From an optimization exercise on the open Yosys and OpenROAD flow, aimed at small area, a short achievable clock period and few clock cycles; shortcuts taken in it are not production practice.
Function was checked by simulation only, so behaviour that the tests miss may differ from the original.
Power figures rest on the tool's default switching activity, not on a simulated workload.

[design/flow/flow/run.sh]
#!/bin/bash
set -euo pipefail
bash standard.sh SETUP_SLACK_MARGIN=8 finish > flow_make.log 2>&1
[design/flow/standard.sh]
#!/bin/bash
# synth_recipe.tcl (not shown) runs the flow's synth.tcl, then flattens the netlist and writes it again
# the make line also repeats each setting of config.mk as NAME=value (left out here)
make -C /OpenROAD-flow-scripts/flow DESIGN_CONFIG=/design/flow/config.mk WORK_HOME=/design/flow/orfs CLKGATE_MAP_FILE= SYNTH_SCRIPT=/design/flow/synth_recipe.tcl "${@:-finish}"
[design/flow/config.mk]
export PLATFORM = sky130hd
export DESIGN_NAME = proc
export DESIGN_NICKNAME = proc
export VERILOG_FILES = /design/flow/design.v
export SDC_FILE = /design/flow/constraint.sdc
export NUM_CORES = 4
export LEC_CHECK = 0
export CAP_MARGIN = 20
export CORE_MARGIN = 2
export CORE_UTILIZATION = 40
export PLACE_DENSITY = 0.6
export SLEW_MARGIN = 20
[design/flow/constraint.sdc]
create_clock -name core_clock -period 12.0 [get_ports {clk}]
set_input_delay 2.4000 -clock core_clock [delete_from_list [all_inputs] [get_ports {clk}]]
set_output_delay 2.4000 -clock core_clock [all_outputs]
set_load 0.01 [all_outputs]
[design/flow/design.v]
module proc (
   imem_addr, dmem_addr, dmem_wdata, dmem_we, halted,
   clk, rst, imem_data, dmem_rdata
   );
   input clk;
   input rst;
   input [15:0] imem_data;
   input [15:0] dmem_rdata;
   output [15:0] imem_addr;
   output [15:0] dmem_addr;
   output [15:0] dmem_wdata;
   output dmem_we;
   output halted;
   reg [15:0] ir;       
   reg [7:0]  sa, sb;   
   reg        v;        
   reg        hf;       
   reg        sub;      
   reg        use_b;    
   reg [15:0] pcn;      
   reg [15:0] r0, r1, r2, r3, r4, r5, r6, r7;
   wire [4:0] op = ir[15:11];
   wire [2:0] rs = ir[10:8];
   wire [2:0] rt = ir[7:5];
   wire [2:0] rd = ir[4:2];
   wire is_halt  = (op == 5'b00000);
   wire is_jr    = (op[4:2] == 3'b001) & op[0];            
   wire is_jd    = (op[4:2] == 3'b001) & ~op[0];           
   wire is_link  = (op[4:1] == 4'b0011);                   
   wire is_br    = (op[4:2] == 3'b011);
   wire is_alui  = (op[4:2] == 3'b010);                    
   wire is_shi   = (op[4:2] == 3'b101);                    
   wire is_st    = (op == 5'b10000);
   wire is_ld    = (op == 5'b10001);
   wire is_slbi  = (op == 5'b10010);
   wire is_stu   = (op == 5'b10011);
   wire is_lbi   = (op == 5'b11000);
   wire is_btr   = (op == 5'b11001);
   wire is_shr   = (op == 5'b11010);
   wire is_arr   = (op == 5'b11011);
   wire is_set   = (op[4:2] == 3'b111);
   wire [15:0] a = ({16{sa[0]}} & r0) | ({16{sa[1]}} & r1) | ({16{sa[2]}} & r2) | ({16{sa[3]}} & r3)
                 | ({16{sa[4]}} & r4) | ({16{sa[5]}} & r5) | ({16{sa[6]}} & r6) | ({16{sa[7]}} & r7);
   wire [15:0] b = ({16{sb[0]}} & r0) | ({16{sb[1]}} & r1) | ({16{sb[2]}} & r2) | ({16{sb[3]}} & r3)
                 | ({16{sb[4]}} & r4) | ({16{sb[5]}} & r5) | ({16{sb[6]}} & r6) | ({16{sb[7]}} & r7);
   wire [15:0] sext5 = {{11{ir[4]}}, ir[4:0]};
   wire [15:0] sext8 = {{8{ir[7]}}, ir[7:0]};
   wire [15:0] imm = (op[4:2] == 3'b001) ? {8'h00, ir[7:0]} : sext5;
   wire [15:0] y = use_b ? b : imm;
   wire [15:0] x = a ^ {16{sub}};
   wire [15:0] p = x ^ y;
   wire [15:0] g = x & y;
   wire [15:0] g0 = {g[15:1], g[0] | (p[0] & sub)};
   wire [15:0] p0 = p;
   wire [15:0] g1, p1, g2, p2, g3, p3, g4, p4;
   genvar gi;
   generate for (gi = 0; gi < 16; gi = gi + 1) begin : g_pfx
      if (gi % 2 == 1) begin : l1a
         assign g1[gi] = g0[gi] | (p0[gi] & g0[gi - 1]);
         assign p1[gi] = p0[gi] & p0[gi - 1];
      end else begin : l1b
         assign g1[gi] = g0[gi]; assign p1[gi] = p0[gi];
      end
      if (gi % 4 >= 2) begin : l2a
         assign g2[gi] = g1[gi] | (p1[gi] & g1[gi - (gi % 4) + 1]);
         assign p2[gi] = p1[gi] & p1[gi - (gi % 4) + 1];
      end else begin : l2b
         assign g2[gi] = g1[gi]; assign p2[gi] = p1[gi];
      end
      if (gi % 8 >= 4) begin : l3a
         assign g3[gi] = g2[gi] | (p2[gi] & g2[gi - (gi % 8) + 3]);
         assign p3[gi] = p2[gi] & p2[gi - (gi % 8) + 3];
      end else begin : l3b
         assign g3[gi] = g2[gi]; assign p3[gi] = p2[gi];
      end
      if (gi >= 8) begin : l4a
         assign g4[gi] = g3[gi] | (p3[gi] & g3[7]);
         assign p4[gi] = p3[gi] & p3[7];
      end else begin : l4b
         assign g4[gi] = g3[gi]; assign p4[gi] = p3[gi];
      end
   end endgenerate
   wire [15:0] carry = {g4[14:0], sub};                    
   wire [15:0] sum = p ^ carry;
   wire cout = g4[15];
   wire eq  = &p;                                          
   wire ovf = (a[15] ^ b[15]) & (sum[15] ^ b[15]);         
   wire le  = ~(sum[15] ^ ovf);                            
   reg set_r;
   always @(*) begin
      case (op[1:0])
        2'b00: set_r = eq;
        2'b01: set_r = le & ~eq;
        2'b10: set_r = le;
        default: set_r = cout;
      endcase
   end
   wire [1:0] shop = is_shi ? op[1:0] : ir[1:0];          
   wire [3:0] amt  = is_shi ? ir[3:0] : b[3:0];
   wire left = ~shop[1];
   wire [3:0] ramt = left ? (4'd0 - amt) : amt;
   wire [15:0] s1 = ramt[0] ? {a[0], a[15:1]} : a;
   wire [15:0] s2 = ramt[1] ? {s1[1:0], s1[15:2]} : s1;
   wire [15:0] s3 = ramt[2] ? {s2[3:0], s2[15:4]} : s2;
   wire [15:0] s4 = ramt[3] ? {s3[7:0], s3[15:8]} : s3;
   wire [15:0] mask_r = 16'hFFFF >> amt;
   wire [15:0] mask_l = 16'hFFFF << amt;
   wire [15:0] mask = ~shop[0] ? 16'hFFFF : (left ? mask_l : mask_r);
   wire [15:0] shift_r = s4 & mask;
   wire [15:0] arev;
   generate for (gi = 0; gi < 16; gi = gi + 1) begin : g_rev
      assign arev[gi] = a[15 - gi];
   end endgenerate
   wire lxor = is_alui ? ~op[0] : ~ir[0];
   wire [15:0] logic_r = lxor ? p : (p & a);
   wire sel_sum = (is_alui & ~op[1]) | is_stu | (is_arr & ~ir[1]);
   wire sel_log = (is_alui & op[1]) | (is_arr & ir[1]);
   wire sel_sh  = is_shi | is_shr;
   wire [15:0] wdata = ({16{sel_sum}} & sum)
                     | ({16{sel_log}} & logic_r)
                     | ({16{sel_sh}}  & shift_r)
                     | {15'h0000, is_set & set_r}
                     | ({16{is_btr}}  & arev)
                     | ({16{is_slbi}} & {a[7:0], ir[7:0]})
                     | ({16{is_lbi}}  & sext8)
                     | ({16{is_ld}}   & dmem_rdata)
                     | ({16{is_link}} & pcn);
   wire act = v & ~hf;
   wire wen = act & (is_alui | is_shi | is_ld | is_slbi | is_stu | op[4:3] == 2'b11 | is_link);
   reg [2:0] wsel;
   always @(*) begin
      if (is_link) wsel = 3'd7;
      else if (is_alui | is_shi | is_ld) wsel = rt;
      else if (is_stu | is_slbi | is_lbi) wsel = rs;
      else wsel = rd;
   end
   wire [15:0] wd = rst ? 16'h0000 : wdata;
   wire [7:0] wdec = 8'b1 << wsel;
   wire [7:0] we = {8{rst}} | ({8{wen}} & wdec);
   always @(posedge clk) begin
      if (we[0]) r0 <= wd;
      if (we[1]) r1 <= wd;
      if (we[2]) r2 <= wd;
      if (we[3]) r3 <= wd;
      if (we[4]) r4 <= wd;
      if (we[5]) r5 <= wd;
      if (we[6]) r6 <= wd;
      if (we[7]) r7 <= wd;
   end
   assign dmem_addr  = sum;
   assign dmem_wdata = b;
   assign dmem_we    = act & (is_st | is_stu);
   wire [15:0] joff = is_br ? sext8 : {{5{ir[10]}}, ir[10:0]};
   wire [15:0] jtgt = pcn + joff;
   wire az = ~|a;
   reg bcond;
   always @(*) begin
      case (op[1:0])
        2'b00: bcond = az;
        2'b01: bcond = ~az;
        2'b10: bcond = a[15];
        default: bcond = ~a[15];
      endcase
   end
   wire take_j  = v & (is_jd | (is_br & bcond));
   wire take_jr = v & is_jr;
   assign imem_addr = take_jr ? sum : (take_j ? jtgt : pcn);
   always @(posedge clk) begin
      if (rst) begin
         v   <= 1'b0;
         hf  <= 1'b0;
         pcn <= 16'h0000;
      end else begin
         v   <= 1'b1;
         hf  <= hf | (v & is_halt);
         pcn <= imem_addr + 16'd2;
      end
   end
   always @(posedge clk) begin
      ir <= imem_data;
      sa <= 8'b1 << imem_data[10:8];
      sb <= 8'b1 << imem_data[7:5];
      sub <= (imem_data[15:11] == 5'b01001) | (imem_data[15:11] == 5'b11011 && imem_data[1:0] == 2'b01)
           | (imem_data[15:13] == 3'b111 && imem_data[12:11] != 2'b11);
      use_b <= imem_data[15] & imem_data[14];
   end
   assign halted = hf | (v & is_halt);
endmodule
==> impl_results.md, run 1 <==
* Unrepaired setup endpoints after global routing: true
* Minimum clock period at 6.05 ns
* First-pass GRT wire length at 68200 um
* Count leader, synth: a22oi_1
* Hold_buf cts at 0
* Async set-reset flop share out of synthesis at 0%
* Register clock-pin slew on the reported worst setup and hold paths at 0.07 ns
* DR iter-0 viols at 1547
* Final Power at 2.59 mW
* Max_slew headroom at 52.2%
* Max Transition Viols Final at 0
* GPL Wtd Cong at 0.982
* Skew-Pair Late Insertion Delay at 0.45 ns
* Largest cells by area after synthesis: edfxtp_1 (32%), dfxtp_1 (8.7%), a22oi_1 (8.1%)
* Synth area leader: edfxtp_1
* Max cap viols at 0
* P_leak at 6.58 nW
* Gate power share at 46.6%
* Status: no timing/DRC/antenna violations
* Internal Power at 1.62 mW
* Via count at 11600
* Root Buffer: clkbuf_16
* # nets final at 1505
* CP max stage cell: fa_2
* Setup TNS at 0 ns
* CP Launch Type: flip-flop
* Clock Sinks at 180
* Max incr delay on CP at 0.56 ns
* Worst Skew at 0.0209 ns
* Port Buffers at 83
* Final worst path period share at 50.4%
* Seq pwr share at 31.6%
* Filler cells at 2443
* Type of the most critical hold path: flip-flop to flip-flop
* CTS tree: built
* Crit-path cells: a22oi_2 -> nand4_4 -> xor2_2 -> inv_2 -> fa_2 -> nor2b_4 -> o21ai_4 -> a31oi_4 -> nor2_2 -> fa_2 -> nor2_1 -> a221o_2 -> buf_2
* Reg2reg end: pcn[15]$_SDFF_PP0_
* Commonest cells in the synthesized netlist: a22oi_1 (129), edfxtp_1 (128), nor2_1 (122)
* Power Density at 154 nW/um^2
* ANT nets after route at 0
* Worst Tran Pin Value at 0.718 ns
* Proportion of layout cells with a drive suffix above 1 at 42.0%
* Post-synth EDFFs at 128
* Drt first pass iters at 6
* Critical setup path kind: flip-flop to output port
* Row count at 63
* Final WL at 47200 um
* Hold Path Origin: hf$_SDFF_PP0_
* Switching share of power at 37.7%
* GRT overflow at 0
* Die Y-Extent at 177 um
* Clock network power share at 21.8%
* Reg2Reg Setup Slack at 7.73 ns
* Die area at 31300 sq um
* Crit-path max FO at 3
* Flop and latch count out of synthesis at 180
* Via density at 6.34
* Finish-stage setup viols at 0
* Prevailing post-synth register cell: edfxtp_1
* WHS Endpoint: hf$_SDFF_PP0_
* Critical path endpoint category: output port
* Synthesized area per cell at 10.2 sq um
* Final Hold Viols at 0
* Initial antenna violation count at 0
* Synthesized area at 12000 sq um
* WP data required at 9.60 ns
* I/O Pins at 84
* Peak VDD IR at 0.113 mV
* TritonCTS Buffers at 17
* WP data arrival at 3.65 ns
* Overall Global Routing Usage at 29.4%
* Antenna cell count at 0
* Vias in the first global route at 11000
* Wirelength per Cell at 25.8 um
* R2r startpoint: sa[0]$_SDFF_PP0_
* Hold Path Depth at 2
* Yosys cell types at 97
* Most used cell, CP: fa_2
* Initial core utilization at 40.5%
* Post-Synthesis Cells at 1174
* Die Span X at 177 um
* Achievable Freq at 165 MHz
* Net load switching power at 0.976 mW
* Top cell type's share of synthesized area at 32.1%
* Syn_nets at 1248
* Area delta synth->final at 40.9%
* DRC Markers at 0
* Core area at 29600 sq um
* HPWL Detailed at 31200 um
* R2R cell count at 21
* YS warnings at 1
* Clock buffer depth at 2
* Largest net degree at the start of global routing at 33
* CTS H-tree lvls at 4
* Register area share after synthesis at 40.8%
-- per-stage QoR --
stage	instances	util (%)	worst slack [ns]	area (sq um)	hold WS (ns)
floorplan	1174	-	6.51	12200	0.617
global placement	1589	44.4	5.43	13100	0.614
detailed placement	1589	44.4	5.38	13100	0.615
CTS	1788	54.1	5.99	16000	0.696
global route	1834	57.0	5.85	16900	0.771
finish	1834	57.0	5.95	16900	0.700
-- logic make-up (layout without fill, tap and decap cells) --
| logic type | after synthesis | after routing | share of synthesized area, % |
|---|---|---|---|
| compound gates | 369 | 369 | 23.0 |
| xor+xnor | 50 | 50 | 3.66 |
| fa+ha+maj | 41 | 41 | 4.58 |
| buf+inv | 106 | 376 | 5.13 |
| flops | 180 | 180 | 40.8 |
| mux | 68 | 68 | 5.89 |
| simple gates | 360 | 360 | 16.9 |
-- registers in the layout, indices dropped and copies added (netlist names), 8 cells and up --
register,cells
sb,8
r7,16
r3,16
r0,16
ir,16
r4,16
sa,8
r2,16
pcn,16
r5,16
r6,16
r1,16
-- worst max-delay path: cells and delay by family (launching register included) --
kind            cells  cell delay [ns]
flops               1             0.47
xor+xnor            1             0.19
fa+ha+maj           2             0.96
compound gates      4             0.95
buf+inv             2             0.21
simple gates        4             0.44
-- final cells by class --
type	count	area [sq um]	share of cell area, %
Multi-Input combinational cell	888	7790	46.2
Sequential cell	180	4970	29.5
Timing Repair Buffer	310	2860	17.0
Tap cell	390	488	2.89
Clock buffer	17	425	2.52
Clock inverter	15	178	1.05
Inverter	34	145	0.861
-- layout by cell type, fill, tap and decap left out, drive strengths merged, types with 35 or more instances in the layout --
cell type,count
a21oi,71
a22oi,141
buf,266
dfxtp,52
edfxtp,128
ha,35
inv,39
mux2i,52
nand2,80
nand4,36
nor2,122
o21ai,37
-- per-layer routing --
| layer | track usage (%) | vias to the layer above | part of all wire, % |
|---|---|---|---|
| met3 | 6.19 | 169 | 10 |
| met1 | 37.9 | 5659 | 38 |
| met2 | 48.1 | 739 | 47 |
| li1 | - | 5057 | - |
| met5 | 0 | - | 0 |
| met4 | 12.0 | 0 | 4.7 |
-- power groups by stage --
stage | registers, mW | logic (mW) | clock network, mW
2_1_floorplan | 0.783 | 0.524 | 0
3_3_place_gp | 0.828 | 0.778 | 0
3_5_place_dp | 0.826 | 0.784 | 0
4_1_cts | 0.809 | 1.06 | 0.572
5_1_grt | 0.820 | 1.27 | 0.598
6_report | 0.818 | 1.21 | 0.565
-- what timing repair did --
item / 4_1_cts / 5_1_grt
resized for setup: 419 / 149
pin swaps: 103 / 74
cloned: 0 / 1
setup endpoints to repair: 317 / 203
setup buffers: 167 / 45
-- worst max path at each step --
stage,start,end,slack (ns)
finish,r0[1]$_DFFE_PP_,imem_addr[8],5.95
global route,r4[0]$_DFFE_PP_,imem_addr[4],5.85
CTS,sa[2]$_SDFF_PP0_,imem_addr[14],5.99
detailed placement,sa[0]$_SDFF_PP0_,imem_addr[9],5.38
global placement,sa[0]$_SDFF_PP0_,imem_addr[8],5.43
floorplan,sa[4]$_SDFF_PN0_,imem_addr[8],6.51
Testbench counts, summed over its fixed seeds: cycles 36,069.
==> run 2, diff against run 1 <==
==> design/flow/run.sh (new file) <==
#!/bin/bash
# synth_recipe.tcl (not shown) runs the flow's synth.tcl, then flattens the netlist and writes it again
# the make line also repeats each setting of config.mk as NAME=value (left out here)
make -C /OpenROAD-flow-scripts/flow DESIGN_CONFIG=/design/flow/config.mk WORK_HOME=/design/flow/orfs CLKGATE_MAP_FILE= SYNTH_SCRIPT=/design/flow/synth_recipe.tcl finish
removed: design/flow/flow/run.sh
removed: design/flow/standard.sh
==> run 2 against run 1 <==
Sequential share of layout area up 6.6 points. Sequential power shrank 0.5%. Clock power is 3% higher. Critical endpoint is now imem_addr[14]. Highest routed layer unchanged.
==> impl_results.md, run 2 <==
* GPL Wtd Cong at 0.988
* Minimum clock period at 7.56 ns
* CP Launch Type: flip-flop
* Max Transition Viols Final at 0
* CP max stage cell: dfxtp_1
* HPWL Detailed at 30800 um
* Reg2Reg Setup Slack at 6.58 ns
* DR iter-0 viols at 1422
* Cells after DPL at 1587
* Commonest cells in the synthesized netlist: a22oi_1 (129), edfxtp_1 (128), nor2_1 (122)
* Hold_buf cts at 0
* Register clock-pin slew on the reported worst setup and hold paths at 0.07 ns
* R2R cell count at 12
* Wirelength per Cell at 25.9 um
* Initial core utilization at 40.5%
* TritonCTS Buffers at 17
* Skew-Pair Late Insertion Delay at 0.46 ns
* Clock Sinks at 180
* R2r startpoint: ir[14]$_DFF_P_
* Worst Tran Pin Value at 1.09 ns
* P_leak at 5.05 nW
* Antenna cell count at 0
* Post-Synthesis Cells at 1174
* Worst Skew at 0.0220 ns
* YS warnings at 1
* CTS tree: built
* Clock buffer depth at 2
* Filler cells at 2796
* Synthesized area per cell at 10.2 sq um
* Max incr delay on CP at 0.90 ns
* Max_slew headroom at 27.0%
* Most frequent cells in the layout: a22oi_1 (129), edfxtp_1 (128), nor2_1 (122)
* Yosys cell types at 97
* Port Buffers at 83
* Finish-stage setup viols at 0
* Seq. cell area at 4880 sq um
* Most common cell after layout, fill and taps aside: a22oi_1
* Final worst slack at 4.44 ns
* Dpl ws at 4.97 ns
* Critical path buffers and inverters at 2
* Hold Path Origin: hf$_SDFF_PP0_
* CTS resizes at 0
* Root Buffer: clkbuf_16
* ANT nets after route at 0
* Vias in the first global route at 9716
* Synth area leader: edfxtp_1
* Post-CTS setup buffer count at 0
* CP delay by family, top: compound AO/OA/AOI/OAI gates
* Post-synth EDFFs at 128
* Final Non-Filler Cells at 1619
* DRC Markers at 0
* Async set-reset flop share out of synthesis at 0%
* Max cap viols at 0
* Proportion of layout cells with a drive suffix above 1 at 10.6%
* Multi-input gate area at 6500 sq um
* Status: no timing/DRC/antenna violations
* Post-route cell area at 13500 sq um
* Count leader, synth: a22oi_1
* Fin util at 45.8%
* Core area at 29600 sq um
* # nets final at 1290
* Overall Global Routing Usage at 26.5%
* Initial antenna violation count at 1
* Placed Area at 12900 sq um
* Via count at 10300
* I/O Pins at 84
* WP data required at 9.60 ns
* Area delta synth->final at 13.1%
* Critical path endpoint category: output port
* Via density at 6.38
* Reg2reg end: r2[0]$_DFFE_PP_
* WHS Endpoint: hf$_SDFF_PP0_
* CTS H-tree lvls at 4
* Crit-path cells: a22oi_1 -> nand4_4 -> xor2_1 -> inv_1 -> fa_1 -> nor2b_1 -> o21ai_0 -> a31oi_1 -> o21bai_1 -> a31o_2 -> nor2b_1 -> nor2_1 -> xnor2_1 -> a2bb2oi_1 -> clkdlybuf4s50_1
* Final Hold Viols at 0
* Most used cell, CP: nor2b_1
* Crit-path max FO at 16
* Drt first pass iters at 6
* Largest cells by area after synthesis: edfxtp_1 (32%), dfxtp_1 (8.7%), a22oi_1 (8.1%)
* Synthesized area at 12000 sq um
* WP data arrival at 5.16 ns
* Prevailing post-synth register cell: edfxtp_1
* Hold Path Depth at 2
* Die Y-Extent at 177 um
* Unrepaired setup endpoints after global routing: false
* Worst hold slack at 0.629 ns
* Die area at 31300 sq um
* Row count at 63
* Setup TNS at 0 ns
* Achievable Freq at 132 MHz
* Type of the most critical hold path: flip-flop to flip-flop
* Syn_nets at 1248
* First-pass GRT wire length at 61400 um
* Final WL at 41900 um
* Top cell type's share of synthesized area at 32.1%
* Register area share after synthesis at 40.8%
* Peak VDD IR at 0.0976 mV
* Critical setup path kind: flip-flop to output port
* Final worst path period share at 63.0%
* Power Density at 160 nW/um^2
* Largest net degree at the start of global routing at 33
* Flop and latch count out of synthesis at 180
* GRT overflow at 0
* Die Span X at 177 um
* Final Power at 2.16 mW
[run 2: cell type report]
| type | count | area share [%] |
|---|---|---|
| tap | 390 | 3.61 |
| multi-input combinational | 888 | 48.0 |
| inverter | 34 | 0.943 |
| clock buffer | 17 | 3.14 |
| sequential | 180 | 36.1 |
| timing repair buffer | 95 | 6.81 |
| clock inverter | 15 | 1.35 |
[run 2: metal layers]
metal | track usage, % | vias to the layer above | routed length [um]
met5 | 0 | - | 0
met2 | 43.1 | 615 | 19600
met1 | 35.2 | 4994 | 17100
li1 | - | 4622 | -
met4 | 9.02 | 0 | 1400
met3 | 5.20 | 105 | 3770
[run 2: report_power, final]
group / switching (mW) / leakage [nW] / internal (mW)
clock: 0.281 / 0.298 / 0.300
sequential: 0.0696 / 1.75 / 0.745
combinational: 0.458 / 3.00 / 0.310
[run 2: cells by family (layout without fill, tap and decap cells)]
logic type               after synthesis  count (layout)  synth area share, %
adder cells (fa/ha/maj)               41              41                 4.58
buffers and inverters                106             161                 5.13
AO/OA/AOI/OAI                        369             369                 23.0
AND/OR/NAND/NOR                      360             360                 16.9
XOR/XNOR                              50              50                 3.66
multiplexers                          68              68                 5.89
flip-flops                           180             180                 40.8
[run 2: how the worst max path moves through the flow]
| stage | to | start | slack, ns | cells after the start |
|---|---|---|---|---|
| after CTS | imem_addr[14] | sa[0]$_SDFF_PP0_ | 4.49 | 15 |
| final | imem_addr[14] | sa[0]$_SDFF_PP0_ | 4.44 | 15 |
| after global placement | imem_addr[14] | sa[0]$_SDFF_PP0_ | 5.11 | 15 |
| after detailed placement | imem_addr[14] | sa[0]$_SDFF_PP0_ | 4.97 | 15 |
| after global routing | imem_addr[14] | ir[13]$_DFF_P_ | 3.99 | 16 |
| after floorplan | imem_addr[14] | sub$_DFF_P_ | 6.09 | 13 |
[run 2: worst min-delay path: stages, from the launching register on]
cell and delay (ns):
dfxtp_1 0.34, a41o_1 0.14, and2_1 0.12
==> run 3, diff against run 2 <==
--- a/design/flow/config.mk
+++ b/design/flow/config.mk
@@ -10,3 +10,4 @@
 export CORE_UTILIZATION = 40
 export PLACE_DENSITY = 0.6
+export SETUP_SLACK_MARGIN = 5
 export SLEW_MARGIN = 20
==> run 3 against run 2 <==
Still clean. Non-clock buffer count is 5 higher. Die area is the same. Global-route usage up 0.078 points. Sequential share of layout area hardly changed. Clock skew shrank 0.0031 ns. Cell count increased by 0.31%. Register-to-register slack improved by 0.17 ns. Sequential power is essentially flat. Power is 0.46% higher. Largest cell class unchanged. Largest power group unchanged.
==> impl_results.md, run 3 <==
* Type of the most critical hold path: flip-flop to flip-flop
* Via count at 10400
* Minimum clock period at 6.80 ns
* Reg2reg end: r2[0]$_DFFE_PP_
* Worst hold slack at 0.614 ns
* DRC Markers at 0
* Net load switching power at 0.814 mW
* Internal Power at 1.36 mW
* Initial core utilization at 40.5%
* Initial antenna violation count at 1
* GPL Wtd Cong at 0.988
* Post-route cell area at 13700 sq um
* Achievable Freq at 147 MHz
* Synthesized area per cell at 10.2 sq um
* R2r startpoint: ir[14]$_DFF_P_
* Overall Global Routing Usage at 26.6%
* Critical path endpoint category: output port
* Synth area leader: edfxtp_1
* First-pass GRT wire length at 61600 um
* Unrepaired setup endpoints after global routing: true
* Filler cells at 2778
* Hold Path Origin: hf$_SDFF_PP0_
* Reg2Reg Setup Slack at 6.75 ns
* CTS tree: built
* Fin util at 46.4%
* GRT overflow at 0
* Row count at 63
* Final WL at 42000 um
* Final worst path period share at 56.7%
* Die Y-Extent at 177 um
* Prevailing post-synth register cell: edfxtp_1
* Vias in the first global route at 9698
* Core area at 29600 sq um
* Seq pwr share at 37.4%
* Synthesized area at 12000 sq um
* Power Density at 158 nW/um^2
* Most common cell after layout, fill and taps aside: edfxtp_1
* DR iter-0 viols at 1329
* Flop and latch count out of synthesis at 180
* Post-synth EDFFs at 128
* R2R cell count at 12
* Skew-Pair Late Insertion Delay at 0.46 ns
* Drt first pass iters at 8
* Hold Path Depth at 2
* Most frequent cells in the layout: edfxtp_1 (128), a22oi_1 (121), nor2_1 (121)
* Port Buffers at 83
* Dpl ws at 4.97 ns
* Final Hold Viols at 0
* Peak VDD IR at 0.0980 mV
* Yosys cell types at 97
* Largest net degree at the start of global routing at 33
* I/O Pins at 84
* Switching share of power at 37.4%
* Die Span X at 177 um
* Syn_nets at 1248
* Worst Skew at 0.0188 ns
* Max cap viols at 0
* Wirelength per Cell at 25.8 um
* Final worst slack at 5.20 ns
* Status: no timing/DRC/antenna violations
* Placed Area at 12900 sq um
* TritonCTS Buffers at 17
* Die area at 31300 sq um
* CTS H-tree lvls at 4
* Register area share after synthesis at 40.8%
* Critical setup path kind: flip-flop to output port
* ANT nets after route at 0
* Count leader, synth: a22oi_1
* Commonest cells in the synthesized netlist: a22oi_1 (129), edfxtp_1 (128), nor2_1 (122)
* Crit-path max FO at 16
* Proportion of layout cells with a drive suffix above 1 at 14.1%
* Antenna cell count at 0
* CP Launch Type: flip-flop
* Worst Tran Pin Value at 1.10 ns
* Max Transition Viols Final at 0
* Clock buffer depth at 2
* Largest cells by area after synthesis: edfxtp_1 (32%), dfxtp_1 (8.7%), a22oi_1 (8.1%)
* WP data arrival at 4.40 ns
* YS warnings at 1
* Via density at 6.38
* HPWL Detailed at 30800 um
* Async set-reset flop share out of synthesis at 0%
* Area delta synth->final at 14.7%
* Clock Sinks at 180
* Clock network power share at 26.7%
* Gate power share at 35.8%
* Register clock-pin slew on the reported worst setup and hold paths at 0.08 ns
* # nets final at 1295
* Max_slew headroom at 26.9%
* Top cell type's share of synthesized area at 32.1%
* WP data required at 9.60 ns
* P_leak at 5.10 nW
* WHS Endpoint: hf$_SDFF_PP0_
* Root Buffer: clkbuf_16
* Setup TNS at 0 ns
* Post-Synthesis Cells at 1174
* Finish-stage setup viols at 0
[run 3: cell counts after synthesis]
Identical to the previous run, type by type.
[run 3: critical path, cell delays in order, from the launching register on]
cell,delay (ns)
dfxtp_4,0.48
a22oi_1,0.13
nand4_1,0.19
mux2i_2,0.13
inv_1,0.08
mux2i_1,0.09
fa_1,0.52
nor2b_1,0.18
o21ai_1,0.13
a31oi_2,0.22
nor2_1,0.12
fa_1,0.48
xor2_1,0.21
nor2_1,0.09
a221o_2,0.40
clkdlybuf4s50_1,0.49
[run 3: final cells by class]
cell class | count | area, sq um | area share [%]
multi-input cells | 888 | 6590 | 48.0
flip-flops and latches | 180 | 4950 | 36.1
repair buffers | 100 | 958 | 6.98
clock buffers | 17 | 425 | 3.10
clock inverters | 15 | 183 | 1.33
inverters | 34 | 129 | 0.939
well taps | 390 | 488 | 3.55
[run 3: kinds of logic (layout without fill, tap and decap cells)]
logic type	Yosys count	in the layout	synth area share, %
and+or+nand+nor	360	360	16.9
buffers and inverters	106	166	5.13
DFF	180	180	40.8
muxes	68	68	5.89
adders and majority gates	41	41	4.58
xor gates and xnor gates	50	50	3.66
AOI/OAI and AO/OA	369	369	23.0
[run 3: repair_timing]
item / 4_1_cts / 5_1_grt
hold buffers: 0 / 0
buffers inserted: 0 / 5
gates resized for setup: 36 / 22
pin swaps: 1 / 3
gates cloned: 0 / 0
setup endpoints to repair: 12 / 9
[run 3: stage by stage]
stage | cells | power (mW)
after global placement | 1587 | 1.57
after global routing | 1624 | 2.27
after floorplan | 1174 | 1.28
after detailed placement | 1587 | 1.58
final | 1624 | 2.17
after CTS | 1619 | 2.16
[run 3: worst max-delay path by stage]
stage	startpoint	end	slack (ns)	cells after the start
2_1_floorplan	sub$_DFF_P_	imem_addr[14]	6.09	13
3_3_place_gp	sa[0]$_SDFF_PP0_	imem_addr[14]	5.11	15
3_5_place_dp	sa[0]$_SDFF_PP0_	imem_addr[14]	4.97	15
4_1_cts	sa[4]$_SDFF_PN0_	imem_addr[9]	5.00	14
5_1_grt	r4[1]$_DFFE_PP_	imem_addr[9]	4.93	14
6_report	sb[2]$_SDFF_PP0_	imem_addr[9]	5.20	15
[run 3: power by group through the flow]
stage	Combinational (mW)	Clock, mW	Sequential [mW]
2_1_floorplan	0.494	0	0.782
3_3_place_gp	0.746	0	0.826
3_5_place_dp	0.753	0	0.824
4_1_cts	0.758	0.589	0.812
5_1_grt	0.835	0.614	0.818
6_report	0.779	0.581	0.814
[run 3: layer usage]
layer | vias up | share of wire (%) | track usage, %
li1 | 4632 | - | -
met1 | 5022 | 41 | 35.4
met2 | 607 | 47 | 43.8
met3 | 97 | 8.4 | 4.85
met4 | 0 | 3.0 | 8.26
met5 | - | 0 | 0
==> run 4, diff against run 3 <==
--- a/design/flow/design.v
+++ b/design/flow/design.v
@@ -14,4 +14,5 @@
    reg [15:0] ir;       
    reg [7:0]  sa, sb;   
+   reg        spc;      
    reg        v;        
    reg        hf;       
@@ -25,6 +26,4 @@
    wire [2:0] rd = ir[4:2];
    wire is_halt  = (op == 5'b00000);
-   wire is_jr    = (op[4:2] == 3'b001) & op[0];            
-   wire is_jd    = (op[4:2] == 3'b001) & ~op[0];           
    wire is_link  = (op[4:1] == 4'b0011);                   
    wire is_br    = (op[4:2] == 3'b011);
@@ -40,5 +39,5 @@
    wire is_arr   = (op == 5'b11011);
    wire is_set   = (op[4:2] == 3'b111);
-   wire [15:0] a = ({16{sa[0]}} & r0) | ({16{sa[1]}} & r1) | ({16{sa[2]}} & r2) | ({16{sa[3]}} & r3)
+   wire [15:0] a = ({16{spc}} & pcn) | ({16{sa[0]}} & r0) | ({16{sa[1]}} & r1) | ({16{sa[2]}} & r2) | ({16{sa[3]}} & r3)
                  | ({16{sa[4]}} & r4) | ({16{sa[5]}} & r5) | ({16{sa[6]}} & r6) | ({16{sa[7]}} & r7);
    wire [15:0] b = ({16{sb[0]}} & r0) | ({16{sb[1]}} & r1) | ({16{sb[2]}} & r2) | ({16{sb[3]}} & r3)
@@ -46,5 +45,6 @@
    wire [15:0] sext5 = {{11{ir[4]}}, ir[4:0]};
    wire [15:0] sext8 = {{8{ir[7]}}, ir[7:0]};
-   wire [15:0] imm = (op[4:2] == 3'b001) ? {8'h00, ir[7:0]} : sext5;
+   wire [15:0] imm = (op[4:2] == 3'b001) ? (op[0] ? {8'h00, ir[7:0]} : {{5{ir[10]}}, ir[10:0]})
+                   : (op[4:2] == 3'b011) ? sext8 : sext5;
    wire [15:0] y = use_b ? b : imm;
    wire [15:0] x = a ^ {16{sub}};
@@ -151,19 +151,16 @@
    assign dmem_wdata = b;
    assign dmem_we    = act & (is_st | is_stu);
-   wire [15:0] joff = is_br ? sext8 : {{5{ir[10]}}, ir[10:0]};
-   wire [15:0] jtgt = pcn + joff;
-   wire az = ~|a;
+   wire bz = ~|b;
    reg bcond;
    always @(*) begin
       case (op[1:0])
-        2'b00: bcond = az;
-        2'b01: bcond = ~az;
-        2'b10: bcond = a[15];
-        default: bcond = ~a[15];
+        2'b00: bcond = bz;
+        2'b01: bcond = ~bz;
+        2'b10: bcond = b[15];
+        default: bcond = ~b[15];
       endcase
    end
-   wire take_j  = v & (is_jd | (is_br & bcond));
-   wire take_jr = v & is_jr;
-   assign imem_addr = take_jr ? sum : (take_j ? jtgt : pcn);
+   wire take = v & ((op[4:2] == 3'b001) | (is_br & bcond));
+   assign imem_addr = take ? sum : pcn;
    always @(posedge clk) begin
       if (rst) begin
@@ -179,6 +176,7 @@
    always @(posedge clk) begin
       ir <= imem_data;
-      sa <= 8'b1 << imem_data[10:8];
-      sb <= 8'b1 << imem_data[7:5];
+      spc <= (imem_data[15:13] == 3'b011) | (imem_data[15:13] == 3'b001 && !imem_data[11]);
+      sa <= ((imem_data[15:13] == 3'b011) | (imem_data[15:13] == 3'b001 && !imem_data[11])) ? 8'h00 : 8'b1 << imem_data[10:8];
+      sb <= 8'b1 << ((imem_data[15:13] == 3'b011) ? imem_data[10:8] : imem_data[7:5]);
       sub <= (imem_data[15:11] == 5'b01001) | (imem_data[15:11] == 5'b11011 && imem_data[1:0] == 2'b01)
            | (imem_data[15:13] == 3'b111 && imem_data[12:11] != 2'b11);
--- a/design/flow/config.mk
+++ b/design/flow/config.mk
@@ -12,2 +12,3 @@
 export SETUP_SLACK_MARGIN = 5
 export SLEW_MARGIN = 20
+export TNS_END_PERCENT = 0
==> run 4 against run 3 <==
Cell count shrank 7.3%. Power grew 5.6%. Sequential share of layout area grew 1.7 points. Worst setup slack lost 0.15 ns. Still clean. Clock skew shrank 0.0041 ns. Combinational power grew 8.6%. Synthesized cell count shrank 7.0%. Critical path depth shrank 1. Clock power grew 7.7%. Worst hold slack lost 0.042 ns. Via count shrank 0.83%. Critical endpoint is now imem_addr[15].
==> impl_results.md, run 4 <==
* Status: no timing/DRC/antenna violations
* P_leak at 4.75 nW
* Flop and latch count out of synthesis at 181
* Critical setup path kind: flip-flop to output port
* ANT nets after route at 0
* Die area at 29000 sq um
* Die Y-Extent at 170 um
* Worst Tran Pin Value at 1.05 ns
* Async set-reset flop share out of synthesis at 0%
* Skew-Pair Late Insertion Delay at 0.45 ns
* First-pass GRT wire length at 63400 um
* Port Buffers at 83
* Critical path endpoint category: output port
* Initial antenna violation count at 0
* Largest cells by area after synthesis: edfxtp_1 (35%), dfxtp_1 (9.6%), a22oi_1 (6.1%)
* Top cell type's share of synthesized area at 34.8%
* Row count at 60
* Initial core utilization at 40.9%
* Wirelength per Cell at 29.4 um
* Commonest cells in the synthesized netlist: edfxtp_1 (128), a22oi_1 (90), nand2_1 (77)
* Unrepaired setup endpoints after global routing: true
* GPL Wtd Cong at 0.987
* Yosys cell types at 71
* Minimum clock period at 6.95 ns
* GRT overflow at 0
* Post-synth EDFFs at 128
* WP data arrival at 4.55 ns
* Worst Skew at 0.0148 ns
* CP Launch Type: flip-flop
* Clock Sinks at 181
* Max cap viols at 0
* Max_slew headroom at 27.9%
* Area delta synth->final at 18.1%
* Hold Path Origin: hf$_SDFF_PP0_
* Achievable Freq at 144 MHz
* Prevailing post-synth register cell: edfxtp_1
* R2R cell count at 12
* YS warnings at 1
* HPWL Detailed at 31800 um
* Largest net degree at the start of global routing at 38
* Reg2Reg Setup Slack at 6.65 ns
* # nets final at 1209
* Proportion of layout cells with a drive suffix above 1 at 12.1%
* DRC Markers at 0
* Power Density at 176 nW/um^2
* I/O Pins at 84
* Via density at 6.82
* R2r startpoint: ir[14]$_DFF_P_
* Setup TNS at 0 ns
* Synthesized area at 11100 sq um
* Core area at 27000 sq um
* Synth area leader: edfxtp_1
* Finish-stage setup viols at 0
* Syn_nets at 1150
* Drt first pass iters at 9
* Synthesized area per cell at 10.1 sq um
* Register clock-pin slew on the reported worst setup and hold paths at 0.08 ns
* Post-Synthesis Cells at 1092
* WP data required at 9.60 ns
* Register area share after synthesis at 44.4%
* Most frequent cells in the layout: edfxtp_1 (128), a22oi_1 (90), clkdlybuf4s50_1 (83)
* Most common cell after layout, fill and taps aside: edfxtp_1
* Overall Global Routing Usage at 30.2%
* Hold Path Depth at 2
* Fin util at 48.3%
* TritonCTS Buffers at 17
* DR iter-0 viols at 1537
* Final Hold Viols at 0
* Reg2reg end: r1[11]$_DFFE_PP_
* Max Transition Viols Final at 0
* Die Span X at 170 um
* Clock buffer depth at 2
* Root Buffer: clkbuf_16
* CTS H-tree lvls at 4
* Crit-path max FO at 16
* Vias in the first global route at 9619
* Type of the most critical hold path: flip-flop to flip-flop
* Peak VDD IR at 0.0962 mV
* Final WL at 44200 um
* WHS Endpoint: hf$_SDFF_PP0_
* CTS tree: built
* Via count at 10300
* Final worst path period share at 57.9%
* Count leader, synth: edfxtp_1
-- run 4: cell types whose count changed after synthesis, moves of 13 or more --
cell	previous run	this run
a211oi_1	3	17
a21oi_1	66	47
a222oi_1	3	24
a22oi_1	129	90
clkbuf_1	43	64
ha_1	35	20
mux2i_1	52	65
nor2_1	122	63
o211ai_1	20	6
o21ai_0	31	44
xor2_1	25	9
-- run 4: worst max-delay path by stage --
| stage | startpoint | endpoint | slack, ns |
|---|---|---|---|
| 2_1_floorplan | sa[2]$_SDFF_PP0_ | imem_addr[15] | 5.65 |
| 3_3_place_gp | sa[0]$_SDFF_PP0_ | imem_addr[15] | 4.72 |
| 3_5_place_dp | sa[0]$_SDFF_PP0_ | imem_addr[15] | 4.59 |
| 4_1_cts | sa[0]$_SDFF_PP0_ | imem_addr[15] | 4.86 |
| 5_1_grt | r0[0]$_DFFE_PP_ | imem_addr[15] | 4.86 |
| 6_report | sa[3]$_SDFF_PP0_ | imem_addr[15] | 5.05 |
-- run 4: cells by family (layout without fill, tap and decap cells) --
group / Yosys count / in the layout / synth area share [%]
compound gates: 347 / 347 / 22.6
other cells: 0 / 1 / 0
buf+inv: 109 / 181 / 4.11
flops: 181 / 181 / 44.4
mux: 93 / 93 / 9.04
simple gates: 292 / 292 / 13.1
fa+ha+maj: 24 / 24 / 2.99
xor+xnor: 46 / 46 / 3.78
-- run 4: area by class of cell --
| type | count | area [sq um] |
|---|---|---|
| Antenna cell | 1 | 2.50 |
| Clock buffer | 17 | 425 |
| Clock inverter | 15 | 234 |
| Fill cell | 2491 | 14000 |
| Inverter | 29 | 109 |
| Multi-Input combinational cell | 802 | 5820 |
| Sequential cell | 181 | 4940 |
| Tap cell | 341 | 427 |
| Timing Repair Buffer | 120 | 1110 |
-- run 4: report_power, final --
group,switching [mW],internal (mW)
logic,0.500,0.346
registers,0.0763,0.747
clock network,0.326,0.300
-- run 4: stage by stage --
step                instance area (sq um)  worst slack, ns  instances  power, mW  hold slack [ns]
global placement                    12200             4.72       1462       1.62            0.554
finish                              13100             5.05       1506       2.29            0.572
floorplan                           11100             5.65       1092       1.28            0.511
CTS                                 12900             4.86       1497       2.26            0.584
global route                        13100             4.86       1505       2.38            0.591
detailed placement                  12200             4.59       1462       1.62            0.564
-- run 4: layer usage --
metal / routed length [um] / track usage [%]
met5: 0 / 0
met4: 2500 / 13.8
met3: 4720 / 5.79
met2: 19400 / 47.8
met1: 17600 / 39.9
-- run 4: critical path, cell delays in order (launching register included) --
cell and delay [ns]:
dfxtp_4 0.43, a222oi_1 0.35, nand3_1 0.15, a221oi_2 0.22, buf_4 0.18, a21oi_1 0.09
fa_1 0.48, nand3b_1 0.27, a21oi_2 0.25, or2_4 0.18, inv_1 0.11, o211a_1 0.29
o311ai_4 0.36, mux2_2 0.21, clkdlybuf4s50_1 0.53
-- run 4: repair_timing --
item                                    CTS  global route
cloned                                    0             0
setup buffers                             3             8
pin swaps                                 1             4
hold buffers                              0             0
resized for setup                        24            19
endpoints found under the setup margin   25            25
hold endpoints to repair                  0             0
Testbench counts of run 4, summed over its fixed seeds: cycles 36,069.
==> run 5, diff against run 4 <==
--- a/design/flow/config.mk
+++ b/design/flow/config.mk
@@ -12,3 +12,2 @@
 export SETUP_SLACK_MARGIN = 5
 export SLEW_MARGIN = 20
-export TNS_END_PERCENT = 0
==> run 5 against run 4 <==
Via count rose by 0.21%. Worst hold slack improved by 0.0037 ns. Combinational power rose by 1%. Cell count rose by 0.46%. Sequential share of layout area fell by 0.14 points. Flip-flop and latch count did not move. Maximum frequency rose by 1.3%.
==> impl_results.md, run 5 <==
* Via count at 10300
* Final worst path period share at 57.2%
* Die Y-Extent at 170 um
* TritonCTS Buffers at 17
* Clock network power share at 27.2%
* Achievable Freq at 146 MHz
* Vias in the first global route at 9603
* Reg2Reg Setup Slack at 6.57 ns
* Worst Skew at 0.0165 ns
* Critical path endpoint category: output port
* Final Hold Viols at 0
* HPWL Detailed at 31800 um
* Largest cells by area after synthesis: edfxtp_1 (35%), dfxtp_1 (9.6%), a22oi_1 (6.1%)
* Peak VDD IR at 0.0959 mV
* Internal Power at 1.40 mW
* Overall Global Routing Usage at 30.2%
* Fin util at 48.6%
* CP Launch Type: flip-flop
* ANT nets after route at 0
* P_leak at 4.80 nW
* YS warnings at 1
* Met2 wire len at 19400 um
* Seq pwr share at 35.6%
* Setup TNS at 0 ns
* Minimum clock period at 6.86 ns
* Top cell type's share of synthesized area at 34.8%
* WP data arrival at 4.46 ns
* Worst Tran Pin Value at 1.06 ns
* Proportion of layout cells with a drive suffix above 1 at 12.9%
* Core area at 27000 sq um
* Initial antenna violation count at 0
* Reg2reg end: r1[11]$_DFFE_PP_
* Filler cells at 2491
* Die area at 29000 sq um
* Yosys cell types at 71
* CTS tree: built
* Gate power share at 37.1%
* Top sig layer: met4
* Async set-reset flop share out of synthesis at 0%
* Die Span X at 170 um
* # nets final at 1216
* Skew-Pair Late Insertion Delay at 0.45 ns
* WL met1 at 17400 um
* Via density at 6.80
* Status: no timing/DRC/antenna violations
* CTS H-tree lvls at 4
* Drt first pass iters at 9
* Syn_nets at 1150
* Wirelength per Cell at 29.2 um
* Net load switching power at 0.906 mW
* Most common cell after layout, fill and taps aside: edfxtp_1
* GRT overflow at 0
* Critical setup path kind: flip-flop to output port
* Initial core utilization at 40.9%
* R2R cell count at 12
* Area delta synth->final at 18.8%
* Power Density at 175 nW/um^2
* Crit-path max FO at 5
* Max Transition Viols Final at 0
* Post-Synthesis Cells at 1092
* Port Buffers at 83
* Max_slew headroom at 27.0%
* Flop and latch count out of synthesis at 181
* Max cap viols at 0
* Hold_buf cts at 0
* GPL Wtd Cong at 0.987
* Worst hold slack at 0.575 ns
* Prevailing post-synth register cell: edfxtp_1
* WP data required at 9.60 ns
* Largest net degree at the start of global routing at 38
* Clock Sinks at 181
* Commonest cells in the synthesized netlist: edfxtp_1 (128), a22oi_1 (90), nand2_1 (77)
* DRC Markers at 0
* Final WL at 44200 um
* Switching share of power at 39.3%
* Row count at 60
* I/O Pins at 84
* Hold Path Depth at 2
* Root Buffer: clkbuf_16
* Count leader, synth: edfxtp_1
* Synthesized area per cell at 10.1 sq um
* Seq. cell area at 4950 sq um
* WHS Endpoint: hf$_SDFF_PP0_
* Post-synth EDFFs at 128
* Multi-input gate area at 5820 sq um
* Synthesized area at 11100 sq um
* Register clock-pin slew on the reported worst setup and hold paths at 0.08 ns
* Critical path launch point: r2[0]$_DFFE_PP_
* DR iter-0 viols at 1609
* Synth area leader: edfxtp_1
* Clock buffer depth at 2
* Wire length on met3 at 4780 um
* Register area share after synthesis at 44.4%
* First-pass GRT wire length at 63500 um
* Hold Path Origin: hf$_SDFF_PP0_
* Finish-stage setup viols at 0
* Most frequent cells in the layout: edfxtp_1 (128), a22oi_1 (90), clkdlybuf4s50_1 (83)
* Type of the most critical hold path: flip-flop to flip-flop
* Unrepaired setup endpoints after global routing: false
* R2r startpoint: ir[14]$_DFF_P_
==> run 5: critical path: stages, from the launching register on <==
cell and delay [ns]:
edfxtp_1 0.44, a22o_1 0.28, or4_4 0.60, mux2i_2 0.22
nor2_1 0.07, a21oi_1 0.18, fa_1 0.25, nand3b_1 0.19
a21oi_2 0.10, nor2_1 0.24, a21boi_1 0.61, mux2_2 0.29
clkdlybuf4s50_1 0.53
==> run 5: metal layers <==
layer  up-vias  track usage, %
li1       4433               -
met1      4942            39.9
met2       756            48.0
met3       163            5.79
met4         0            13.9
met5         -               0
==> run 5: cell families (layout without fill, tap and decap cells) <==
| family | count (synthesis) | in the layout | synth area share, % |
|---|---|---|---|
| AO/OA/AOI/OAI | 347 | 347 | 22.6 |
| AND/OR/NAND/NOR | 292 | 292 | 13.1 |
| flip-flops | 181 | 181 | 44.4 |
| buffers and inverters | 109 | 188 | 4.11 |
| multiplexers | 93 | 93 | 9.04 |
| XOR/XNOR | 46 | 46 | 3.78 |
| adder cells (fa/ha/maj) | 24 | 24 | 2.99 |
| other | 0 | 1 | 0 |
==> run 5: layout make-up <==
cell class / count / area share [%]
Sequential cell: 181 / 37.7
Inverter: 29 / 0.829
Tap cell: 341 / 3.25
Antenna cell: 1 / 0.0190
Clock buffer: 17 / 3.24
Clock inverter: 15 / 1.78
Multi-Input combinational cell: 802 / 44.3
Timing Repair Buffer: 127 / 8.93
==> run 5: stage by stage <==
stage,area (sq um),setup slack [ns],std cells,total power [mW]
floorplan,11100,5.65,1092,1.28
global route,13100,4.96,1512,2.39
CTS,12900,5.03,1498,2.26
global placement,12200,4.72,1462,1.62
detailed placement,12200,4.59,1462,1.62
finish,13100,5.14,1513,2.30
==> run 5: worst max-delay path by stage <==
stage | to | slack, ns
floorplan | imem_addr[15] | 5.65
global placement | imem_addr[15] | 4.72
detailed placement | imem_addr[15] | 4.59
CTS | imem_addr[8] | 5.03
global route | imem_addr[11] | 4.96
finish | imem_addr[7] | 5.14
==> run 5: power groups by stage <==
| stage | Sequential, mW | Clock (mW) | Combinational (mW) |
|---|---|---|---|
| 4_1_cts | 0.818 | 0.632 | 0.815 |
| 6_report | 0.822 | 0.628 | 0.855 |
| 3_5_place_dp | 0.831 | 0 | 0.787 |
| 5_1_grt | 0.824 | 0.661 | 0.900 |
| 3_3_place_gp | 0.834 | 0 | 0.786 |
| 2_1_floorplan | 0.783 | 0 | 0.496 |
==> run 5: what timing repair did <==
| item | CTS | global route |
|---|---|---|
| pin swaps | 2 | 7 |
| resized for setup | 29 | 20 |
| setup endpoints to repair | 25 | 23 |
| setup buffers | 4 | 14 |
==> run 6, diff against run 5 <==
==> design/flow/flow/run.sh (new file) <==
#!/bin/bash
set -euo pipefail
bash standard.sh SETUP_SLACK_MARGIN=7 finish > flow_make.log 2>&1
==> design/flow/standard.sh (new file) <==
#!/bin/bash
# synth_recipe.tcl (not shown) runs the flow's synth.tcl, then flattens the netlist and writes it again
# the make line also repeats each setting of config.mk as NAME=value (left out here)
make -C /OpenROAD-flow-scripts/flow DESIGN_CONFIG=/design/flow/config.mk WORK_HOME=/design/flow/orfs CLKGATE_MAP_FILE= SYNTH_SCRIPT=/design/flow/synth_recipe.tcl "${@:-finish}"
--- a/design/flow/config.mk
+++ b/design/flow/config.mk
@@ -10,4 +10,4 @@
 export CORE_UTILIZATION = 40
 export PLACE_DENSITY = 0.6
-export SETUP_SLACK_MARGIN = 5
 export SLEW_MARGIN = 20
+export TNS_END_PERCENT = 0
removed: design/flow/run.sh
==> run 6 against run 5 <==
Clock skew fell by 0.0022 ns. Synthesized cell count is the same. Maximum frequency rose by 4.7%. Sequential power hardly changed. First-iteration DRC count is 19% higher. Cell count grew 4.9%. Register-to-register slack worse by 1.1 ns. Largest power group unchanged.
==> impl_results.md, run 6 <==
* Status: no timing/DRC/antenna violations
* Crit-path cells: buf_12 -> buf_6 -> buf_12 -> a222oi_1 -> nand3_1 -> a221oi_2 -> buf_4 -> xnor2_2 -> ha_1 -> nand4_1 -> a21oi_4 -> or2_4 -> inv_6 -> fa_2 -> xnor2_4 -> mux2_4 -> buf_6
* Async set-reset flop share out of synthesis at 0%
* CTS H-tree lvls at 4
* Final WL at 48400 um
* Synthesized area per cell at 10.1 sq um
* Core area at 27000 sq um
* Via count at 10900
* Die Y-Extent at 170 um
* Max cap viols at 0
* Finish-stage setup viols at 0
* WP data required at 9.60 ns
* Final Non-Filler Cells at 1587
* GPL Wtd Cong at 0.974
* ANT nets after route at 0
* Cells after DPL at 1460
* Prevailing post-synth register cell: edfxtp_1
* Synth area leader: edfxtp_1
* Wirelength per Cell at 30.5 um
* Worst hold slack at 0.588 ns
* First-pass GRT wire length at 68800 um
* Post-Synthesis Cells at 1092
* Count leader, synth: edfxtp_1
* Skew-Pair Late Insertion Delay at 0.45 ns
* CP delay by family, top: compound AO/OA/AOI/OAI gates
* Largest cells by area after synthesis: edfxtp_1 (35%), dfxtp_1 (9.6%), a22oi_1 (6.1%)
* Register area share after synthesis at 44.4%
* Post-synth EDFFs at 128
* Worst Skew at 0.0143 ns
* Overall Global Routing Usage at 32.9%
* TritonCTS Buffers at 17
* CTS tree: built
* Max incr delay on CP at 0.38 ns
* Final Hold Viols at 0
* Peak VDD IR at 0.0970 mV
* Critical path buffers and inverters at 6
* Drt first pass iters at 10
* Syn_nets at 1150
* Final worst path period share at 54.6%
* # nets final at 1290
* Die Span X at 170 um
* Clock buffer depth at 2
* Power Density at 174 nW/um^2
* Commonest cells in the synthesized netlist: edfxtp_1 (128), a22oi_1 (90), nand2_1 (77)
* Max Transition Viols Final at 0
* P_leak at 5.33 nW
* Die area at 29000 sq um
* Yosys cell types at 71
* YS warnings at 1
* DRC Markers at 0
* Achievable Freq at 153 MHz
* Port Buffers at 83
* Via density at 6.85
* Largest net degree at the start of global routing at 38
* Area delta synth->final at 28.2%
* Filler cells at 2406
* Initial core utilization at 40.9%
* Synthesized area at 11100 sq um
* DR iter-0 viols at 1922
* Proportion of layout cells with a drive suffix above 1 at 22.7%
* Top cell type's share of synthesized area at 34.8%
* Initial antenna violation count at 0
* Worst Tran Pin Value at 1.14 ns
* Crit-path max FO at 6
* Unrepaired setup endpoints after global routing: true
* CP Launch Type: flip-flop
* CP max stage cell: ha_1
* Minimum clock period at 6.56 ns
* Flop and latch count out of synthesis at 181
* Row count at 60
* WP data arrival at 4.16 ns
* Most common cell after layout, fill and taps aside: edfxtp_1
* GRT overflow at 0
* Setup TNS at 0 ns
* I/O Pins at 84
* Register clock-pin slew on the reported worst setup and hold paths at 0.08 ns
* Critical setup path kind: flip-flop to output port
* Clock Sinks at 181
* Max_slew headroom at 23.1%
* Type of the most critical hold path: flip-flop to flip-flop
* HPWL Detailed at 32500 um
* Most frequent cells in the layout: edfxtp_1 (128), a22oi_1 (89), buf_4 (85)
* Vias in the first global route at 10000
* Root Buffer: clkbuf_16
* Critical path endpoint category: output port
run 6: cell types whose count changed in the layout (fill, tap and decap cells not counted), moves of 6 or more:
cell / before / now
dlygate4sd2_1: 0 / 12
a221oi_1: 24 / 17
clkdlybuf4s50_1: 83 / 64
a21oi_1: 45 / 39
buf_6: 0 / 28
buf_4: 43 / 85
run 6: cell families (layout without fill, tap and decap cells):
logic type	after synthesis	after routing	share of synthesized area, %
AO/OA/AOI/OAI	347	347	22.6
AND/OR/NAND/NOR	292	292	13.1
flip-flops	181	181	44.4
buffers and inverters	109	262	4.11
multiplexers	93	93	9.04
XOR/XNOR	46	46	3.78
adder cells (fa/ha/maj)	24	24	2.99
other	0	1	0
run 6: worst paths after layout:
kind / start / slack, ns / depth (start not counted) / to
worst min register to register: hf$_SDFF_PP0_ / 0.59 / 2 / hf$_SDFF_PP0_
worst min-delay path: hf$_SDFF_PP0_ / 0.59 / 2 / hf$_SDFF_PP0_
worst max-delay path: sa[0]$_SDFF_PP0_ / 5.44 / 17 / imem_addr[9]
worst max register to register: sa[0]$_SDFF_PP0_ / 5.48 / 44 / r4[0]$_DFFE_PP_
run 6: report_power, final:
part           leakage (nW)  internal [mW]  switching, mW  total, mW
clock                 0.303          0.290          0.305      0.595
combinational          3.26          0.461          0.590       1.05
sequential             1.77          0.746         0.0768      0.823
run 6: worst min-delay path, delay by kind of cell, from the launching register on:
family	cells	cell delay, ns
flops	1	0.33
compound gates	1	0.12
simple gates	1	0.11
run 6: cell type report:
cell class                      instances  area [sq um]  area share [%]
Antenna cell                            1          2.50          0.0177
Clock buffer                           17           425            3.00
Clock inverter                         15           201            1.42
Inverter                               29           114           0.803
Multi-Input combinational cell        802          6190            43.7
Sequential cell                       181          4950            35.0
Tap cell                              341           427            3.01
Timing Repair Buffer                  201          1860            13.1
run 6: per-stage QoR:
step | utilization, % | area (sq um) | setup slack [ns] | power [mW]
floorplan | - | 11300 | 6.36 | 1.31
global placement | 45.6 | 12300 | 4.96 | 1.66
detailed placement | 45.6 | 12300 | 4.91 | 1.66
CTS | 51.8 | 14000 | 5.57 | 2.40
global route | 52.4 | 14200 | 5.36 | 2.54
finish | 52.4 | 14200 | 5.44 | 2.47
run 6: per-layer routing:
layer,vias to the layer above,part of all wire [%],GRT usage [%]
li1,4583,-,-
met1,5288,39,42.9
met2,825,44,50.8
met3,174,11,7.56
met4,0,5.7,17.5
met5,-,0,0
run 6: timing repair:
item	in CTS	in global routing
setup endpoints to repair	116	115
setup buffers	85	9
resized for setup	135	28
hold buffers	0	0
pin swaps	28	21
==> run 7, diff against run 6 <==
==> design/flow/flow/run.sh (replaced) <==
#!/bin/bash
# The standard layout (the standard.sh: standard synthesis, ORFS floorplan to finish)
# with two choices of cells changed:
#  - every input and output port still gets its own buffer, but a plain buf_2 instead of
#    the delay cell (clkdlybuf4s50_1) that buffer_ports picks by default;
#  - clock tree synthesis as ORFS runs it, without dummy loads.
set -euo pipefail
bash standard.sh \
  "BUFFER_PORTS_ARGS=-buffer_cell sky130_fd_sc_hd__buf_2" \
  "CTS_ARGS=-sink_clustering_enable -repair_clock_nets -dont_use_dummy_load" \
  finish > flow_make.log 2>&1
--- a/design/flow/config.mk
+++ b/design/flow/config.mk
@@ -10,4 +10,4 @@
 export CORE_UTILIZATION = 40
 export PLACE_DENSITY = 0.6
+export SETUP_SLACK_MARGIN = 5
 export SLEW_MARGIN = 20
-export TNS_END_PERCENT = 0
==> run 7 against run 6 <==
First-iteration DRC count shrank 18%. Critical endpoint unchanged. Critical path depth shrank 3. Via count shrank 7.1%. Clock skew grew 0.013 ns. Combinational power shrank 27%. Maximum frequency shrank 5.9%. Critical path type unchanged. Die area is the same. Largest cell class unchanged. Flip-flop and latch count is the same. Register-to-register slack gained 1.1 ns. Cell count shrank 6.9%.
==> impl_results.md, run 7 <==
* Proportion of layout cells with a drive suffix above 1 at 15.8%
* Reg2reg end: r4[11]$_DFFE_PP_
* P_leak at 4.60 nW
* Largest family of logic cells by synthesized area: compound AO/OA/AOI/OAI gates
* CP Launch Type: flip-flop
* Initial antenna violation count at 1
* Critical path buffers and inverters at 3
* Most common cell after layout, fill and taps aside: edfxtp_1
* ANT nets after route at 0
* Crit-path cells: a222oi_1 -> nand3_1 -> a221oi_1 -> buf_4 -> xnor2_1 -> ha_1 -> nand4_1 -> a21oi_2 -> or2_1 -> inv_1 -> fa_1 -> xnor2_4 -> mux2_2 -> buf_2
* Internal Power at 1.27 mW
* Prevailing post-synth register cell: edfxtp_1
* Vias in the first global route at 9386
* Worst Skew at 0.0277 ns
* Setup TNS at 0 ns
* Reg2Reg Setup Slack at 6.60 ns
* HPWL Detailed at 31000 um
* DR iter-0 viols at 1578
* Cells after DPL at 1458
* CTS tree: built
* Compound-gate portion of the synthesized area at 22.6%
* Max Transition Viols Final at 0
* Count leader, synth: edfxtp_1
* Async set-reset flop share out of synthesis at 0%
* CP delay by family, top: compound AO/OA/AOI/OAI gates
* Overall Global Routing Usage at 29.3%
* Filler cells at 2576
* Flop and latch count out of synthesis at 181
* Gate power share at 37.2%
* CTS H-tree lvls at 4
* Power Density at 168 nW/um^2
* Hold Path Origin: hf$_SDFF_PP0_
* Via count at 10100
* Most frequent cells in the layout: edfxtp_1 (128), a22oi_1 (90), buf_2 (83)
* Wirelength per Cell at 28.8 um
* WP data arrival at 4.57 ns
* Synthesized area per cell at 10.1 sq um
* First-pass GRT wire length at 61900 um
* Clock Sinks at 181
* Clock buffer depth at 2
* WP data required at 9.60 ns
* Dpl ws at 4.96 ns
* Peak VDD IR at 0.0866 mV
* Final WL at 42600 um
* Die area at 29000 sq um
* Area delta synth->final at 10.6%
* Type of the most critical hold path: flip-flop to flip-flop
* Achievable Freq at 144 MHz
* Crit-path max FO at 16
* Port Buffers at 83
* Synthesized area at 11100 sq um
* Unrepaired setup endpoints after global routing: true
* Largest cells by area after synthesis: edfxtp_1 (35%), dfxtp_1 (9.6%), a22oi_1 (6.1%)
* Top cell type's share of synthesized area at 34.8%
* Net load switching power at 0.785 mW
* Minimum clock period at 6.97 ns
* Initial core utilization at 40.9%
* DRC Markers at 0
* Adder-cell share of the synthesized area at 2.99%
* Post-Synthesis Cells at 1092
* Hold Path Depth at 2
* Mux cell area share after synthesis at 9.04%
* Critical path endpoint category: output port
* Status: no timing/DRC/antenna violations
* Via density at 6.84
* Die Span X at 170 um
* R2R cell count at 13
* Syn_nets at 1150
* Core area at 27000 sq um
* Post-synthesis simple-gate area fraction at 13.1%
* Commonest cells in the synthesized netlist: edfxtp_1 (128), a22oi_1 (90), nand2_1 (77)
* Post-route cell area at 12200 sq um
* Worst hold slack at 0.563 ns
* Register clock-pin slew on the reported worst setup and hold paths at 0.07 ns
* GRT overflow at 0
* Largest net degree at the start of global routing at 38
* TritonCTS Buffers at 17
* Max incr delay on CP at 0.57 ns
* Antenna cell count at 0
* Xor/xnor share of the synthesized area at 3.78%
* Placed Area at 11700 sq um
* Clock network power share at 22.9%
* Max_slew headroom at 26.0%
* Row count at 60
* Hold_buf cts at 0
* Post-synth EDFFs at 128
* YS warnings at 1
* Final worst slack at 5.03 ns
* Critical setup path kind: flip-flop to output port
* Final Non-Filler Cells at 1477
* Yosys cell types at 71
* Die Y-Extent at 170 um
* Register area share after synthesis at 44.4%
* Fin util at 45.3%
* R2r startpoint: sb[2]$_SDFF_PP0_
* CP max stage cell: dfxtp_1
* Final Hold Viols at 0
* Synth area leader: edfxtp_1
* I/O Pins at 84
* # nets final at 1196
* Drt first pass iters at 10
* Skew-Pair Late Insertion Delay at 0.44 ns
* Max cap viols at 0
* Seq pwr share at 40.0%
* Switching share of power at 38.2%
* Finish-stage setup viols at 0
* GPL Wtd Cong at 1.05
* Worst Tran Pin Value at 1.11 ns
* Final worst path period share at 58.1%
* Final Power at 2.06 mW
* WHS Endpoint: hf$_SDFF_PP0_
* Root Buffer: clkbuf_16
[run 7: cell counts after synthesis]
Identical to the previous run, type by type.
[run 7: repair_timing]
item	in CTS	in global routing
pin swaps	0	1
endpoints found under the setup margin	4	12
buffers inserted	0	2
hold endpoints to repair	0	0
gates resized for setup	9	4
[run 7: layout make-up]
type / count / area (sq um) / share of cell area [%]
multi-input combinational: 802 / 5760 / 47.1
sequential: 181 / 4910 / 40.2
timing repair buffer: 107 / 596 / 4.87
tap: 341 / 427 / 3.49
clock buffer: 17 / 425 / 3.48
inverter: 29 / 109 / 0.890
[run 7: tightest hold or removal path, stage by stage, from the launching register on]
cell and delay, ns:
dfxtp_1 0.32, a31o_2 0.10, and2_1 0.11
[run 7: kinds of logic (layout without fill, tap and decap cells)]
| family | count (synthesis) | count (layout) |
|---|---|---|
| flops | 181 | 181 |
| buf+inv | 109 | 153 |
| simple gates | 292 | 292 |
| fa+ha+maj | 24 | 24 |
| xor+xnor | 46 | 46 |
| mux | 93 | 93 |
| compound gates | 347 | 347 |
[run 7: power by group through the flow]
| stage | sequential [mW] | combinational, mW | clock, mW |
|---|---|---|---|
| 2_1_floorplan | 0.783 | 0.496 | 0 |
| 3_3_place_gp | 0.832 | 0.720 | 0 |
| 3_5_place_dp | 0.830 | 0.723 | 0 |
| 4_1_cts | 0.817 | 0.733 | 0.473 |
| 5_1_grt | 0.826 | 0.812 | 0.496 |
| 6_report | 0.822 | 0.764 | 0.471 |
[run 7: worst max path at each step]
stage                startpoint       endpoint  slack (ns)  depth (start not counted)
2_1_floorplan  sa[2]$_SDFF_PP0_  imem_addr[15]        5.65                         15
3_3_place_gp   sa[0]$_SDFF_PP0_  imem_addr[15]        5.11                         15
3_5_place_dp   sa[0]$_SDFF_PP0_  imem_addr[15]        4.96                         15
4_1_cts        sa[1]$_SDFF_PP0_   imem_addr[9]        5.01                         15
5_1_grt        sa[0]$_SDFF_PP0_   imem_addr[9]        4.86                         14
6_report       sa[1]$_SDFF_PP0_   imem_addr[9]        5.03                         14
[run 7: routing by layer]
layer | part of all wire (%) | up-vias | wire (um) | track usage (%)
li1 | - | 4365 | - | -
met1 | 40 | 4851 | 16900 | 39.1
met2 | 44 | 746 | 18700 | 45.4
met3 | 11 | 136 | 4870 | 6.98
met4 | 4.9 | 2 | 2070 | 13.2
met5 | 0.021 | - | 9 | 0

## static timing again, ports no longer ideal
No port has a modelled driver above. Below, the same layouts with a new extraction and two added sets of constraints.
Step 1: set_driving_cell puts a clkbuf_16 on clk and a buf_2 on each other input, an assumption about the parent block.
Step 2, shift: input delay + t, output delay - t, t = (earliest + latest rising clock arrival at the registers) / 2. This alone moves slack from input paths to output paths.
a / b / c = ideal ports / drivers / drivers and shift; a / b = the first two.
run | t, ns | setup slack, ns | worst hold slack (ns) | worst setup path after step 2 | slew at the worst register clock pin (ns)
run 1 | 0.494 | 5.951 / 5.899 / 6.394 | 0.700 / 0.700 / 0.700 | register to output | 0.09 / 0.09
run 2 | 0.499 | 4.439 / 4.390 / 4.889 | 0.629 / 0.629 / 0.629 | register to output | 0.09 / 0.09
run 3 | 0.495 | 5.199 / 5.151 / 5.646 | 0.614 / 0.614 / 0.614 | register to output | 0.09 / 0.09
run 4 | 0.494 | 5.050 / 5.001 / 5.495 | 0.572 / 0.572 / 0.572 | register to output | 0.09 / 0.09
run 5 | 0.494 | 5.138 / 5.087 / 5.582 | 0.575 / 0.575 / 0.575 | register to output | 0.09 / 0.09
run 6 | 0.490 | 5.443 / 5.395 / 5.484 | 0.588 / 0.588 / 0.588 | register to register | 0.08 / 0.08
run 7 | 0.477 | 5.033 / 4.986 / 5.463 | 0.563 / 0.563 / 0.563 | register to output | 0.08 / 0.08
After both steps every run listed still meets setup and hold.
